Background: an optimization exercise with open tools, aiming at small area and a short achievable clock period. Do not read the settings as production practice. Function was checked by simulation only, so behaviour that the tests miss may differ from the original. Power and IR drop assume default switching activity.

==> flow/design.v (excerpt) <==
module mips_single_cycle
	#(parameter INS_SIZE=32)
	 (input logic clk,
	  input logic rst,  
	  input logic[INS_SIZE-1:0] instruction,
	  input logic[31:0] dm_q,
	  output logic dm_we,
	  output logic [15:0] dm_address,
	  output logic [31:0] dm_d,
	  output logic [31:0] pc_out
	 );
For scale: roughly 5,500 cells after synthesis.
==> module mips_single_cycle, before the edit <==
module mips_single_cycle
	#(parameter INS_SIZE=32)
	 (input logic clk,
	  input logic rst,  
	  input logic[INS_SIZE-1:0] instruction,
	  input logic[31:0] dm_q,
	  output logic dm_we,
	  output logic [15:0] dm_address,
	  output logic [31:0] dm_d,
	  output logic [31:0] pc_out
	 );
logic [5:0]  op;
logic [4:0]  rs, rt, rd, sa;
logic [5:0]  func;
logic [15:0] imm;
assign op   = instruction[31:26];
assign rs   = instruction[25:21];
assign rt   = instruction[20:16];
assign rd   = instruction[15:11];
assign sa   = instruction[10:6];
assign func = instruction[5:0];
assign imm  = instruction[15:0];
logic op_r, op_imm, op_lw, op_sw, op_lsi, op_beq, op_bne, op_j, op_jal, op_ret, op_bneg;
logic sext, rf_we, shamt_sel;
always_comb begin
	op_r    = (op == 6'd0);
	op_imm  = (op >= 6'd1) && (op <= 6'd7);
	op_lw   = (op == 6'd8) || (op == 6'd10);
	op_sw   = (op == 6'd9) || (op == 6'd11);
	op_lsi  = (op == 6'd10) || (op == 6'd11);   
	op_beq  = (op == 6'd12);
	op_bne  = (op == 6'd13);
	op_j    = (op == 6'd14);
	op_jal  = (op == 6'd15);
	op_ret  = (op == 6'd16);
	op_bneg = (op == 6'd17);
	sext    = (op == 6'd1) || (op == 6'd2);
	rf_we   = op_r | op_imm | op_lw | op_jal;
	shamt_sel = op_r && (func == 6'd5 || func == 6'd6 || func == 6'd7 || func == 6'd8);
end
logic        we_p;    
logic [4:0]  wa_p;    
logic [31:0] res_p;   
logic [31:1][31:0] regs;
logic [31:0] qs, qt;
logic [31:1] row_we, row_nwe, blk;
logic        hit_s, hit_t;
always_comb
	for (int i = 1; i < 32; i++) begin
		row_we[i]  = we_p & (wa_p == i[4:0]);
		row_nwe[i] = ~row_we[i];
	end
rf_wdec wdec (.we(we_p), .wa(wa_p), .blk(blk));
logic [3:0][31:1] rs_selq, rt_selq;
for (genvar q = 0; q < 4; q++) begin : g_dec
	rf_dec dec_s (.a(rs), .blk(blk), .sel(rs_selq[q]));
	rf_dec dec_t (.a(rt), .blk(blk), .sel(rt_selq[q]));
end
assign hit_s = we_p & (rs == wa_p) & ~op_lsi;
assign hit_t = we_p & (rt == wa_p);
for (genvar b = 0; b < 32; b++) begin : g_rd
	logic [31:1] col;  
	logic        sm0, sm1, tm0, tm1, snb, tnb;
	for (genvar i = 1; i < 32; i++) begin : g_c
		assign col[i] = regs[i][b];
	end
	logic [31:1] tsel, ssel;
	assign tsel = rt_selq[b / 8];
	assign ssel = rs_selq[b / 8];
	rf_rd_tree u_t (.sel(tsel), .d(col), .m0(tm0), .m1(tm1));
	rf_nand2 u_sb (.a(hit_s), .b(res_p[b]), .y(snb));
	rf_nand2 u_tb (.a(hit_t), .b(res_p[b]), .y(tnb));
	rf_nand3 u_t3 (.a(tm0), .b(tm1), .c(tnb), .y(qt[b]));
	rf_nand3 u_t3o (.a(tm0), .b(tm1), .c(tnb), .y(dm_d[b]));
	if (b < 16) begin : g_imm
		logic sni;
		rf_rd_tree_en u_s (.sel(ssel), .d(col), .en(~op_lsi), .m0(sm0), .m1(sm1));
		rf_nand2 u_si (.a(op_lsi), .b(imm[b]), .y(sni));
		rf_nand4 u_s4 (.a(sm0), .b(sm1), .c(snb), .d(sni), .y(qs[b]));
		rf_nand4 u_s4o (.a(sm0), .b(sm1), .c(snb), .d(sni), .y(dm_address[b]));
	end else begin : g_noimm
		rf_rd_tree u_s (.sel(ssel), .d(col), .m0(sm0), .m1(sm1));
		rf_nand3 u_s3 (.a(sm0), .b(sm1), .c(snb), .y(qs[b]));
	end
end
logic [31:1][31:0] regs_d;
for (genvar i = 1; i < 32; i++) begin : g_wr
	for (genvar b = 0; b < 32; b++) begin : g_b
		rf_hold u_h (.we(row_we[i]), .nwe(row_nwe[i]), .wd(res_p[b]), .q(regs[i][b]), .d(regs_d[i][b]));
	end
end
always_ff @(posedge clk)
	regs <= regs_d;
logic [31:0] pc, pc1, next_pc, next_seq;
logic [3:0]  f;
logic [31:0] a_n, b_n;
logic [4:0]  wa;
logic        pass, sub;
assign pc1 = pc + 32'd1;
assign wa  = op_r ? rd : (op_jal ? 5'd31 : rt);
always_comb begin
	case (op[2:0])
		3'd1: f = 4'd0;   
		3'd2: f = 4'd1;   
		3'd3: f = 4'd2;   
		3'd4: f = 4'd3;   
		3'd5: f = 4'd4;   
		3'd6: f = 4'd9;   
		3'd7: f = 4'd10;  
		default: f = 4'd0;
	endcase
	if (op_r)
		f = func[3:0];
end
assign pass = ~op_r & ~op_imm;
assign sub  = ~pass & (f == 4'd1);
always_comb begin
	if (shamt_sel)
		a_n = {26'd0, sa[4], sa};
	else if (~pass & (f == 4'd9))
		a_n = 32'd16;
	else
		a_n = qs;
end
always_comb begin
	if (op_r)
		b_n = qt;
	else if (op_lw)
		b_n = dm_q;
	else if (op_jal)
		b_n = pc1;
	else
		b_n = {{16{imm[15] & sext}}, imm};
	if (sub)
		b_n = ~b_n;
end
logic [31:0] res_n;
alu alu0 (.a(a_n), .b(b_n), .cin(sub),
          .sel_sum(~pass & ((f == 4'd0) | (f == 4'd1))),
          .sel_shr(~pass & ((f == 4'd6) | (f == 4'd8))),
          .sel_shl(~pass & ((f == 4'd5) | (f == 4'd7) | (f == 4'd9))),
          .sel_p(~pass & ((f == 4'd3) | (f == 4'd4))),
          .sel_g(~pass & ((f == 4'd2) | (f == 4'd3))),
          .sel_na(~pass & (f == 4'd11)),
          .sel_b_lo(pass | (f == 4'd10)),
          .sel_b_hi(pass),
          .fill_en(~pass & (f == 4'd8)),
          .r(res_n));
always_ff @(posedge clk) begin
	we_p  <= rf_we & ~rst & (wa != 5'd0);
	wa_p  <= wa;
	res_p <= res_n;
end
logic eq, neg, taken;
logic [31:0] r31;
br_cond br0 (.a(qs), .b(qt), .eq(eq), .neg(neg));
assign taken = (op_beq & eq) | (op_bne & ~eq) | (op_bneg & neg);
assign r31   = row_we[31] ? res_p : regs[31];
always_comb begin
	if (op_j | op_jal)
		next_seq = {6'b0, instruction[25:0]};
	else if (op_ret)
		next_seq = r31;
	else
		next_seq = pc1;
	next_pc = taken ? {16'h0000, imm} : next_seq;
end
always_ff @(posedge clk) begin
	if (rst)
		pc <= '0;
	else
		pc <= next_pc;
end
assign pc_out     = pc;
assign dm_we      = op_sw & ~rst;
endmodule
export LEC_CHECK = 0
export CAP_MARGIN = 20
export CORE_MARGIN = 2
export CORE_UTILIZATION = 60
export CTS_BUF_LIST = sky130_fd_sc_hd__clkbuf_8
export CTS_CLUSTER_DIAMETER = 50
export CTS_CLUSTER_SIZE = 16
export SLEW_MARGIN = 20
export SYNTH_HIERARCHICAL = 1
create_clock -name core_clock -period 12.0 [get_ports {clk}]
standard.sh (not shown) runs the stock make flow with config.mk's settings and CLKGATE_MAP_FILE= SYNTH_SCRIPT=/design/flow/synth_recipe.tcl, a recipe that flattens the netlist after the stock synthesis.
==> flow/flow/run.sh <==
#!/bin/bash
# Standard ORFS layout with: synthesis sized for light loads (the layout's
# repair sizes up what timing needs), small buffers on the ports, and setup
# repair pushed past the 12 ns clock (after clock tree synthesis and again
# after global routing).
set -euo pipefail
V=("ABC_LOAD_IN_FF=1" "BUFFER_PORTS_ARGS=-buffer_cell sky130_fd_sc_hd__buf_2")
bash standard.sh cts "${V[@]}" SETUP_SLACK_MARGIN=5 TNS_END_PERCENT=100 > flow_to_cts.log 2>&1
bash standard.sh finish "${V[@]}" SETUP_SLACK_MARGIN=4.8 TNS_END_PERCENT=100 > flow_finish.log 2>&1
Edit:
--- a/flow/design.v
+++ b/flow/design.v
@@ -300,6 +300,7 @@
 logic [31:1][31:0] regs;
 logic [31:0] qs, qt;
 logic [31:1] row_we, row_nwe, blk;
+logic [31:1] rs_sel, rt_sel;
 logic        hit_s, hit_t;
 always_comb
 	for (int i = 1; i < 32; i++) begin
@@ -307,11 +308,11 @@
 		row_nwe[i] = ~row_we[i];
 	end
 rf_wdec wdec (.we(we_p), .wa(wa_p), .blk(blk));
-logic [3:0][31:1] rs_selq, rt_selq;
-for (genvar q = 0; q < 4; q++) begin : g_dec
-	rf_dec dec_s (.a(rs), .blk(blk), .sel(rs_selq[q]));
-	rf_dec dec_t (.a(rt), .blk(blk), .sel(rt_selq[q]));
-end
+logic [31:1] rs_sel_hi, rt_sel_hi;
+rf_dec dec_s  (.a(rs), .blk(blk), .sel(rs_sel));
+rf_dec dec_t  (.a(rt), .blk(blk), .sel(rt_sel));
+rf_dec dec_sh (.a(rs), .blk(blk), .sel(rs_sel_hi));
+rf_dec dec_th (.a(rt), .blk(blk), .sel(rt_sel_hi));
 assign hit_s = we_p & (rs == wa_p) & ~op_lsi;
 assign hit_t = we_p & (rt == wa_p);
 for (genvar b = 0; b < 32; b++) begin : g_rd
@@ -320,9 +321,8 @@
 	for (genvar i = 1; i < 32; i++) begin : g_c
 		assign col[i] = regs[i][b];
 	end
-	logic [31:1] tsel, ssel;
-	assign tsel = rt_selq[b / 8];
-	assign ssel = rs_selq[b / 8];
+	logic [31:1] tsel;
+	assign tsel = (b < 16) ? rt_sel : rt_sel_hi;
 	rf_rd_tree u_t (.sel(tsel), .d(col), .m0(tm0), .m1(tm1));
 	rf_nand2 u_sb (.a(hit_s), .b(res_p[b]), .y(snb));
 	rf_nand2 u_tb (.a(hit_t), .b(res_p[b]), .y(tnb));
@@ -330,12 +330,12 @@
 	rf_nand3 u_t3o (.a(tm0), .b(tm1), .c(tnb), .y(dm_d[b]));
 	if (b < 16) begin : g_imm
 		logic sni;
-		rf_rd_tree_en u_s (.sel(ssel), .d(col), .en(~op_lsi), .m0(sm0), .m1(sm1));
+		rf_rd_tree_en u_s (.sel(rs_sel), .d(col), .en(~op_lsi), .m0(sm0), .m1(sm1));
 		rf_nand2 u_si (.a(op_lsi), .b(imm[b]), .y(sni));
 		rf_nand4 u_s4 (.a(sm0), .b(sm1), .c(snb), .d(sni), .y(qs[b]));
 		rf_nand4 u_s4o (.a(sm0), .b(sm1), .c(snb), .d(sni), .y(dm_address[b]));
 	end else begin : g_noimm
-		rf_rd_tree u_s (.sel(ssel), .d(col), .m0(sm0), .m1(sm1));
+		rf_rd_tree u_s (.sel(rs_sel_hi), .d(col), .m0(sm0), .m1(sm1));
 		rf_nand3 u_s3 (.a(sm0), .b(sm1), .c(snb), .y(qs[b]));
 	end
 end
Wire length is lower by 3.0%. Non-clock buffer count went up by 29. Final cell count drops by 2.3%. Combinational power barely changes. Count of clock-buffer cells in the layout goes down by 7. Final area came out lower by 1.5%. Clock skew rises by 0.017 ns. Total power came out higher by 0.84%. Clock power increases by about 4%. Synthesized area went down by 1.8%. Sequential power hardly moves. Worst hold slack got worse by 0.0054 ns.

==> static timing again, ports no longer ideal <==
No port has a modelled driver above. Below, the same layouts with a new extraction and two added sets of constraints.
Step 1 assumes that a clkbuf_16 drives the clock port and a buf_2 every other input.
Step 2 times the ports against the registers' clock, not the clock port: input delays grow and output delays shrink by t, the midpoint of the rising clock arrivals with the driver on.
Slacks: no drivers / after step 1 / after step 2; pairs: no drivers / after step 1.
| run | t, ns | setup WS [ns] | worst setup path at the end | worst slew at a driven data input, ns | pins driven straight from the clock port |
|---|---|---|---|---|---|
| the first run | 0.912 | 4.642 / 4.596 / 3.724 | input to register | 0.11 | 1 |
| the second run | 0.893 | 4.668 / 4.540 / 3.713 | input to register | 0.16 | 1 |
After both steps every run listed still meets setup and hold. For the second run, which loses most, drivers alone change the setup slack by -0.128 ns; drivers and shift together by -0.955 ns.
